Source: an optimization exercise on an open RTL-to-GDS flow (aim: small area and a short achievable clock period). Production flows keep margins and buffers that such runs may drop. RTL that was checked went through simulation tests only; none was proved equivalent to the original.

==> inputs of run a <==
==> flow/design.v (excerpt) <==
module Float8Mac16_3stage #(
    parameter int unsigned N_WAY  = 16,
    parameter int unsigned PADBIT = 10
)(
    input  logic               clk,
    input  logic               rst_n,
    input  logic [8*N_WAY-1:0] din_X,
    input  logic [8*N_WAY-1:0] din_W,
    input  logic               din_valid,
    output logic [15:0]        dout,
    output logic               dout_valid
);
export LEC_CHECK = 0
export ABC_AREA = 1
export CAP_MARGIN = 20
export CORE_MARGIN = 2
export CORE_UTILIZATION = 40
export PLACE_DENSITY = 0.6
export SLEW_MARGIN = 20
export BUFFER_PORTS_ARGS = -buffer_cell sky130_fd_sc_hd__buf_2
create_clock -name core_clock -period 44.0 [get_ports {clk}]
standard.sh (not shown) runs the stock make flow with config.mk's settings and CLKGATE_MAP_FILE= SYNTH_SCRIPT=/design/flow/synth_recipe.tcl, a recipe that flattens the netlist after the stock synthesis.
==> flow/flow/run.sh <==
#!/bin/bash
# The standard layout, with the port buffers made of sky130_fd_sc_hd__buf_2
# instead of the cell buffer_ports picks by default (clkdlybuf4s50_1, a delay cell).
set -euo pipefail
echo 'export BUFFER_PORTS_ARGS = -buffer_cell sky130_fd_sc_hd__buf_2' >> config.mk
bash standard.sh > flow.log 2>&1
==> run b (differences from run a) <==
--- a/flow/design.v
+++ b/flow/design.v
@@ -12,123 +12,100 @@
 );
     logic [3:0] vld;
     always_ff @(posedge clk or negedge rst_n) begin
         if (!rst_n) vld <= 4'd0;
         else        vld <= {vld[2:0], din_valid};
     end
     assign dout_valid = vld[3];
-    logic [4:0] e1 [N_WAY-1:0];
-    logic [2:0] fx1 [N_WAY-1:0];
-    logic [2:0] fw1 [N_WAY-1:0];
-    logic [N_WAY-1:0] hx1, hw1, s1;
+    logic [8*N_WAY-1:0] xq, wq;
     always_ff @(posedge clk) begin
-        for (int i = 0; i < N_WAY; i = i + 1) begin
-            logic [3:0] ex, ew;
-            logic       hx, hw;
-            ex = din_X[8*i+3 +: 4];
-            ew = din_W[8*i+3 +: 4];
-            hx = |ex;
-            hw = |ew;
-            e1[i]  <= {1'b0, ex[3:1], ex[0] | ~hx} + {1'b0, ew[3:1], ew[0] | ~hw};
-            hx1[i] <= hx;
-            hw1[i] <= hw;
-            fx1[i] <= din_X[8*i +: 3];
-            fw1[i] <= din_W[8*i +: 3];
-            s1[i]  <= din_X[8*i+7] ^ din_W[8*i+7];
-        end
+        xq <= din_X;
+        wq <= din_W;
     end
     logic [7:0] pa [N_WAY-1:0];
     logic [4:0] ea [N_WAY-1:0];
     logic [5:0] ga [N_WAY-1:0];
-    logic [N_WAY-1:0] sa, ca;
+    logic [N_WAY-1:0] sa;
     genvar K;
     generate
         for (K = 0; K < N_WAY; K = K + 1) begin : gen_front
-            wire [2:0] fx = fx1[K];
-            wire [2:0] fw = fw1[K];
-            wire       hx = hx1[K];
-            wire       hw = hw1[K];
-            assign ea[K] = e1[K];
-            assign sa[K] = s1[K];
-            wire [3:0] ma = {hx, fx}, mb = {hw, fw};
-            wire [3:0] pp0 = ma & {4{mb[0]}}, pp1 = ma & {4{mb[1]}};
-            wire [3:0] pp2 = ma & {4{mb[2]}}, pp3 = ma & {4{mb[3]}};
-            wire s10 = pp0[1] ^ pp1[0], c10 = pp0[1] & pp1[0];
-            wire s11 = pp0[2] ^ pp1[1] ^ c10, c11 = (pp0[2] & pp1[1]) | (c10 & (pp0[2] ^ pp1[1]));
-            wire s12 = pp0[3] ^ pp1[2] ^ c11, c12 = (pp0[3] & pp1[2]) | (c11 & (pp0[3] ^ pp1[2]));
-            wire s13 = pp1[3] ^ c12,          c13 = pp1[3] & c12;
-            wire s20 = s11 ^ pp2[0],          c20 = s11 & pp2[0];
-            wire s21 = s12 ^ pp2[1] ^ c20,    c21 = (s12 & pp2[1]) | (c20 & (s12 ^ pp2[1]));
-            wire s22 = s13 ^ pp2[2] ^ c21,    c22 = (s13 & pp2[2]) | (c21 & (s13 ^ pp2[2]));
-            wire s23 = c13 ^ pp2[3] ^ c22,    c23 = (c13 & pp2[3]) | (c22 & (c13 ^ pp2[3]));
-            wire s30 = s21 ^ pp3[0],          c30 = s21 & pp3[0];
-            wire s31 = s22 ^ pp3[1] ^ c30,    c31 = (s22 & pp3[1]) | (c30 & (s22 ^ pp3[1]));
-            wire s32 = s23 ^ pp3[2] ^ c31,    c32 = (s23 & pp3[2]) | (c31 & (s23 ^ pp3[2]));
-            wire s33 = c23 ^ pp3[3] ^ c32,    c33 = (c23 & pp3[3]) | (c32 & (c23 ^ pp3[3]));
-            assign pa[K] = {c33, s33, s32, s31, s30, s20, s10, pp0[0]};
-            wire [1:0] lx = hx ? 2'd3 : fx[2] ? 2'd2 : fx[1] ? 2'd1 : 2'd0;
-            wire [1:0] lw = hw ? 2'd3 : fw[2] ? 2'd2 : fw[1] ? 2'd1 : 2'd0;
-            wire [2:0] l  = {1'b0, lx} + {1'b0, lw};
+            wire [3:0] ex = xq[8*K+6:8*K+3];
+            wire [3:0] ew = wq[8*K+6:8*K+3];
+            wire [2:0] fx = xq[8*K+2:8*K];
+            wire [2:0] fw = wq[8*K+2:8*K];
+            wire       hx = |ex;
+            wire       hw = |ew;
+            assign pa[K] = {hx, fx} * {hw, fw};
+            assign ea[K] = {1'b0, ex[3:1], ex[0] | ~hx} + {1'b0, ew[3:1], ew[0] | ~hw};
+            assign sa[K] = xq[8*K+7] ^ wq[8*K+7];
+            logic [1:0] lx, lw;
+            logic [2:0] ax, aw;
+            always_comb begin
+                if (hx)         begin lx = 2'd3; ax = fx;              end
+                else if (fx[2]) begin lx = 2'd2; ax = {fx[1:0], 1'b0}; end
+                else if (fx[1]) begin lx = 2'd1; ax = {fx[0], 2'b00};  end
+                else            begin lx = 2'd0; ax = 3'b000;          end
+                if (hw)         begin lw = 2'd3; aw = fw;              end
+                else if (fw[2]) begin lw = 2'd2; aw = {fw[1:0], 1'b0}; end
+                else if (fw[1]) begin lw = 2'd1; aw = {fw[0], 2'b00};  end
+                else            begin lw = 2'd0; aw = 3'b000;          end
+            end
+            localparam logic [63:0] CARRY = 64'hfefcfcf8f0e08000;
+            wire       c  = CARRY[{ax, aw}];
+            wire [2:0] f  = {1'b0, lx} + {1'b0, lw} + {2'b0, c};
             wire       nz = (hx | (|fx)) & (hw | (|fw));
-            assign ga[K] = nz ? ({1'b0, ea[K]} + {3'b0, l}) : 6'd0;
-            assign ca[K] = pa[K][l + 3'd1];
+            assign ga[K] = nz ? ({1'b0, ea[K]} + {3'b0, f}) : 6'd0;
         end
     endgenerate
-    logic [5:0] mq;
-    logic       minc;
+    logic [5:0] mx;
     always_comb begin
         logic [N_WAY-1:0] cand;
         cand = '1;
         for (int b = 5; b >= 0; b = b - 1) begin
-            mq[b] = 1'b0;
-            for (int k = 0; k < N_WAY; k = k + 1) mq[b] = mq[b] | (cand[k] & ga[k][b]);
-            for (int k = 0; k < N_WAY; k = k + 1) cand[k] = cand[k] & (ga[k][b] | ~mq[b]);
+            mx[b] = 1'b0;
+            for (int k = 0; k < N_WAY; k = k + 1) mx[b] = mx[b] | (cand[k] & ga[k][b]);
+            for (int k = 0; k < N_WAY; k = k + 1) cand[k] = cand[k] & (ga[k][b] | ~mx[b]);
         end
-        minc = |(cand & ca);
     end
-    logic [5:0] mx;
-    assign mx = mq + {5'd0, minc};
-    logic [6:0] cma;
-    assign cma = 7'd24 - {1'b0, mx};
-    logic [4:0] na, na_m;
-    always_comb begin
-        na = 5'd0;
-        for (int k = 0; k < N_WAY; k = k + 1) na = na + {4'd0, sa[k]};
-        na_m = -na;
-    end
-    logic [7:0] pb [N_WAY-1:0];
-    logic [4:0] eb [N_WAY-1:0];
-    logic [4:0] nneg, nneg_m;
     logic [6:0] cm;
-    logic [N_WAY-1:0] sb;
+    assign cm = 7'd24 - {1'b0, mx};
+    logic [6:0] ta [N_WAY-1:0];
+    always_comb for (int i = 0; i < N_WAY; i = i + 1) ta[i] = {2'b0, ea[i]} + cm;
+    logic [7:0] pb [N_WAY-1:0];
+    logic [4:0] tb [N_WAY-1:0];
+    logic [N_WAY-1:0] kb, sb;
     logic [5:0] mb;
     always_ff @(posedge clk) begin
         for (int i = 0; i < N_WAY; i = i + 1) begin
             pb[i] <= pa[i];
-            eb[i] <= ea[i];
+            tb[i] <= ta[i][4:0];
+            kb[i] <= ta[i][6];
         end
         sb <= sa;
         mb <= mx;
-        cm <= cma;
-        nneg   <= na;
-        nneg_m <= na_m;
     end
     logic [17:0] r [N_WAY-1:0];
     generate
         for (K = 0; K < N_WAY; K = K + 1) begin : gen_align
-            wire [6:0]  t  = {2'b0, eb[K]} + cm;
-            wire [7:0]  q  = t[6] ? 8'd0 : pb[K];
+            wire [4:0]  t  = tb[K];
+            wire [7:0]  q  = kb[K] ? 8'd0 : pb[K];
             wire [8:0]  s0 = t[0] ? {q, 1'b0}   : {1'b0, q};
             wire [10:0] s1 = t[1] ? {s0, 2'b0}  : {2'b0, s0};
             wire [14:0] s2 = t[2] ? {s1, 4'b0}  : {4'b0, s1};
             wire [22:0] s3 = t[3] ? {s2, 8'b0}  : {8'b0, s2};
             wire [38:0] s4 = t[4] ? {s3, 16'b0} : {16'b0, s3};
             assign r[K] = s4[24:7] ^ {18{sb[K]}};
         end
     endgenerate
+    logic [4:0] nneg, nneg_m;
+    always_comb begin
+        nneg = 5'd0;
+        for (int k = 0; k < N_WAY; k = k + 1) nneg = nneg + {4'd0, sb[k]};
+        nneg_m = -nneg;
+    end
     wire tss1;
     wire tsc2;
     wire tss3;
     wire tsc4;
     wire tss5;
     wire tsc6;
     wire tss7;
@@ -1215,29 +1192,26 @@
     assign tsc542 = (tsc458 & tss501) | (tsc500 & (tsc458 ^ tss501));
     assign tss543 = tsc462 ^ tss503 ^ tsc502;
     assign tsc544 = (tsc462 & tss503) | (tsc502 & (tsc462 ^ tss503));
     assign tss545 = nneg_m[2] ^ tsc464 ^ tsc504;
     assign tsc546 = (nneg_m[2] & tsc464) | (tsc504 & (nneg_m[2] ^ tsc464));
     wire [22:0] ua = {nneg_m[4], nneg_m[3], tss545, tss543, tss541, tss539, tss537, tss535, tss533, tss531, tss529, tss527, tss525, tss523, tss521, tss519, tss517, tss515, tss513, tss511, tss509, tss507, tss465};
     wire [22:0] va = {1'b0, tsc546, tsc544, tsc542, tsc540, tsc538, tsc536, tsc534, tsc532, tsc530, tsc528, tsc526, tsc524, tsc522, tsc520, tsc518, tsc516, tsc514, tsc512, tsc510, tsc508, tsc506, tss505};
-    logic [22:0] uc, vc;
+    logic [22:0] sum_c;
     logic [5:0]  mc;
     always_ff @(posedge clk) begin
-        uc <= ua;
-        vc <= va;
-        mc <= mb;
+        sum_c <= ua + va;
+        mc    <= mb;
     end
-    logic [22:0] sum_c;
     logic        sgn;
     logic [21:0] mag, nrm;
     logic [4:0]  lead;
     logic [14:0] em;
     logic [15:0] res;
     always_comb begin
-        sum_c = uc + vc;
         sgn  = sum_c[22];
         mag  = sgn ? -sum_c[21:0] : sum_c[21:0];
         lead = 5'd0;
         for (int i = 0; i < 22; i = i + 1)
             if (mag[i]) lead = i[4:0];
         nrm  = mag << (5'd21 - lead);
         em   = {({2'b0, mc} + 8'd90 + {3'b0, lead}), nrm[20:14]}
==> flow/run.sh (new file) <==
#!/bin/bash
# synth_recipe.tcl (not shown) runs the flow's synth.tcl, then flattens the netlist and writes it again
# the make line also repeats each setting of config.mk as NAME=value (left out here)
make -C /OpenROAD-flow-scripts/flow DESIGN_CONFIG=/design/flow/config.mk WORK_HOME=/design/flow/orfs CLKGATE_MAP_FILE= SYNTH_SCRIPT=/design/flow/synth_recipe.tcl finish
==> flow/config.mk (replaced) <==
export PLATFORM = sky130hd
export DESIGN_NAME = Float8Mac16_3stage
export DESIGN_NICKNAME = Float8Mac16_3stage
export VERILOG_FILES = /design/flow/design.v
export SDC_FILE = /design/flow/constraint.sdc
export NUM_CORES = 4
export LEC_CHECK = 0
export CAP_MARGIN = 20
export CORE_MARGIN = 2
export CORE_UTILIZATION = 40
export PLACE_DENSITY = 0.6
export SLEW_MARGIN = 20
removed: flow/flow/run.sh
removed: flow/standard.sh
==> run c (differences from run a) <==
--- a/flow/design.v
+++ b/flow/design.v
@@ -66,60 +66,67 @@
             wire s33 = c23 ^ pp3[3] ^ c32,    c33 = (c23 & pp3[3]) | (c32 & (c23 ^ pp3[3]));
             assign pa[K] = {c33, s33, s32, s31, s30, s20, s10, pp0[0]};
             wire [1:0] lx = hx ? 2'd3 : fx[2] ? 2'd2 : fx[1] ? 2'd1 : 2'd0;
             wire [1:0] lw = hw ? 2'd3 : fw[2] ? 2'd2 : fw[1] ? 2'd1 : 2'd0;
             wire [2:0] l  = {1'b0, lx} + {1'b0, lw};
             wire       nz = (hx | (|fx)) & (hw | (|fw));
             assign ga[K] = nz ? ({1'b0, ea[K]} + {3'b0, l}) : 6'd0;
-            assign ca[K] = pa[K][l + 3'd1];
+            assign ca[K] = |(pa[K][7:1] & {1'b1, l <= 3'd5, l <= 3'd4, l <= 3'd3, l <= 3'd2, l <= 3'd1, l == 3'd0});
         end
     endgenerate
     logic [5:0] mq;
     logic       minc;
     always_comb begin
         logic [N_WAY-1:0] cand;
         cand = '1;
         for (int b = 5; b >= 0; b = b - 1) begin
             mq[b] = 1'b0;
             for (int k = 0; k < N_WAY; k = k + 1) mq[b] = mq[b] | (cand[k] & ga[k][b]);
             for (int k = 0; k < N_WAY; k = k + 1) cand[k] = cand[k] & (ga[k][b] | ~mq[b]);
         end
         minc = |(cand & ca);
     end
-    logic [5:0] mx;
-    assign mx = mq + {5'd0, minc};
     logic [6:0] cma;
-    assign cma = 7'd24 - {1'b0, mx};
+    assign cma = 7'd23 - {1'b0, mq};
     logic [4:0] na, na_m;
     always_comb begin
         na = 5'd0;
         for (int k = 0; k < N_WAY; k = k + 1) na = na + {4'd0, sa[k]};
         na_m = -na;
     end
     logic [7:0] pb [N_WAY-1:0];
     logic [4:0] eb [N_WAY-1:0];
     logic [4:0] nneg, nneg_m;
     logic [6:0] cm;
+    logic       mi;
     logic [N_WAY-1:0] sb;
     logic [5:0] mb;
     always_ff @(posedge clk) begin
         for (int i = 0; i < N_WAY; i = i + 1) begin
             pb[i] <= pa[i];
             eb[i] <= ea[i];
         end
         sb <= sa;
-        mb <= mx;
+        mb <= mq;
+        mi <= minc;
         cm <= cma;
         nneg   <= na;
         nneg_m <= na_m;
     end
     logic [17:0] r [N_WAY-1:0];
     generate
         for (K = 0; K < N_WAY; K = K + 1) begin : gen_align
-            wire [6:0]  t  = {2'b0, eb[K]} + cm;
+            wire [6:0]  t;
+            wire [7:0]  tc;
+            assign tc[0] = ~mi;
+            for (genvar j = 0; j < 7; j = j + 1) begin : gen_t
+                wire ej = (j < 5) ? eb[K][j] : 1'b0;
+                assign t[j]    = ej ^ cm[j] ^ tc[j];
+                assign tc[j+1] = (ej & cm[j]) | (tc[j] & (ej ^ cm[j]));
+            end
             wire [7:0]  q  = t[6] ? 8'd0 : pb[K];
             wire [8:0]  s0 = t[0] ? {q, 1'b0}   : {1'b0, q};
             wire [10:0] s1 = t[1] ? {s0, 2'b0}  : {2'b0, s0};
             wire [14:0] s2 = t[2] ? {s1, 4'b0}  : {4'b0, s1};
             wire [22:0] s3 = t[3] ? {s2, 8'b0}  : {8'b0, s2};
             wire [38:0] s4 = t[4] ? {s3, 16'b0} : {16'b0, s3};
             assign r[K] = s4[24:7] ^ {18{sb[K]}};
@@ -1220,15 +1227,15 @@
     wire [22:0] ua = {nneg_m[4], nneg_m[3], tss545, tss543, tss541, tss539, tss537, tss535, tss533, tss531, tss529, tss527, tss525, tss523, tss521, tss519, tss517, tss515, tss513, tss511, tss509, tss507, tss465};
     wire [22:0] va = {1'b0, tsc546, tsc544, tsc542, tsc540, tsc538, tsc536, tsc534, tsc532, tsc530, tsc528, tsc526, tsc524, tsc522, tsc520, tsc518, tsc516, tsc514, tsc512, tsc510, tsc508, tsc506, tss505};
     logic [22:0] uc, vc;
     logic [5:0]  mc;
     always_ff @(posedge clk) begin
         uc <= ua;
         vc <= va;
-        mc <= mb;
+        mc <= mb + {5'd0, mi};
     end
     logic [22:0] sum_c;
     logic        sgn;
     logic [21:0] mag, nrm;
     logic [4:0]  lead;
     logic [14:0] em;
     logic [15:0] res;
==> flow/config.mk (replaced) <==
export PLATFORM = sky130hd
export DESIGN_NAME = Float8Mac16_3stage
export DESIGN_NICKNAME = Float8Mac16_3stage
export VERILOG_FILES = /design/flow/design.v
export SDC_FILE = /design/flow/constraint.sdc
export NUM_CORES = 4
export LEC_CHECK = 0
export ABC_AREA = 1
export CAP_MARGIN = 20
export CORE_MARGIN = 2
export CORE_UTILIZATION = 60
export CTS_BUF_LIST = sky130_fd_sc_hd__clkbuf_16
export CTS_CLUSTER_DIAMETER = 90
export CTS_CLUSTER_SIZE = 22
export GPL_ROUTABILITY_DRIVEN = 0
export GPL_TIMING_DRIVEN = 0
export PLACE_DENSITY = 0.75
export SLEW_MARGIN = 20
export BUFFER_PORTS_ARGS = -buffer_cell sky130_fd_sc_hd__buf_2
==> notes.md <==
- Run b went through all stages and came out clean. Run c completed without violations. Run a finished with timing, DRC and antenna clean.
- Of run b and run c, run c has the higher global-route usage (gap 6.5 points).
- In run c the cell count is smaller than in run a, by 6.9%.
- Between run c and run a, the lower clock-buffer cell count is in run c (gap 46).
Function not checked in run b: the RTL went through the layout flow alone.

## port drivers added, routing unchanged
How much do the figures lean on ideal ports? The routed layouts below were timed once more, with nothing changed but the port constraints.
Step 1 (the two cells are an assumption about what drives the block):
set clk [get_ports {clk}]
set_driving_cell -lib_cell sky130_fd_sc_hd__clkbuf_16 $clk
set_driving_cell -lib_cell sky130_fd_sc_hd__buf_2 [delete_from_list [all_inputs] $clk]
Step 2 also shifts input and output timing later by t, the mid clock arrival at the registers, as if the neighbouring blocks saw the same clock.
a / b / c = no drivers / after step 1 / after step 2; a / b = the first two.
| run | shift t [ns] | setup slack, ns | latest minus earliest clock arrival (ns) |
|---|---|---|---|
| run a | 0.725 | 34.076 / 33.996 / 33.840 | 0.039 / 0.038 |
| run b | 0.752 | 32.088 / 32.088 / 32.088 | 0.049 / 0.049 |
| run c | 0.676 | 34.110 / 34.040 / 33.862 | 0.034 / 0.034 |
After both steps every run listed still meets setup and hold. For run c, which loses most, drivers alone change the setup slack by -0.070 ns; drivers and shift together by -0.248 ns.
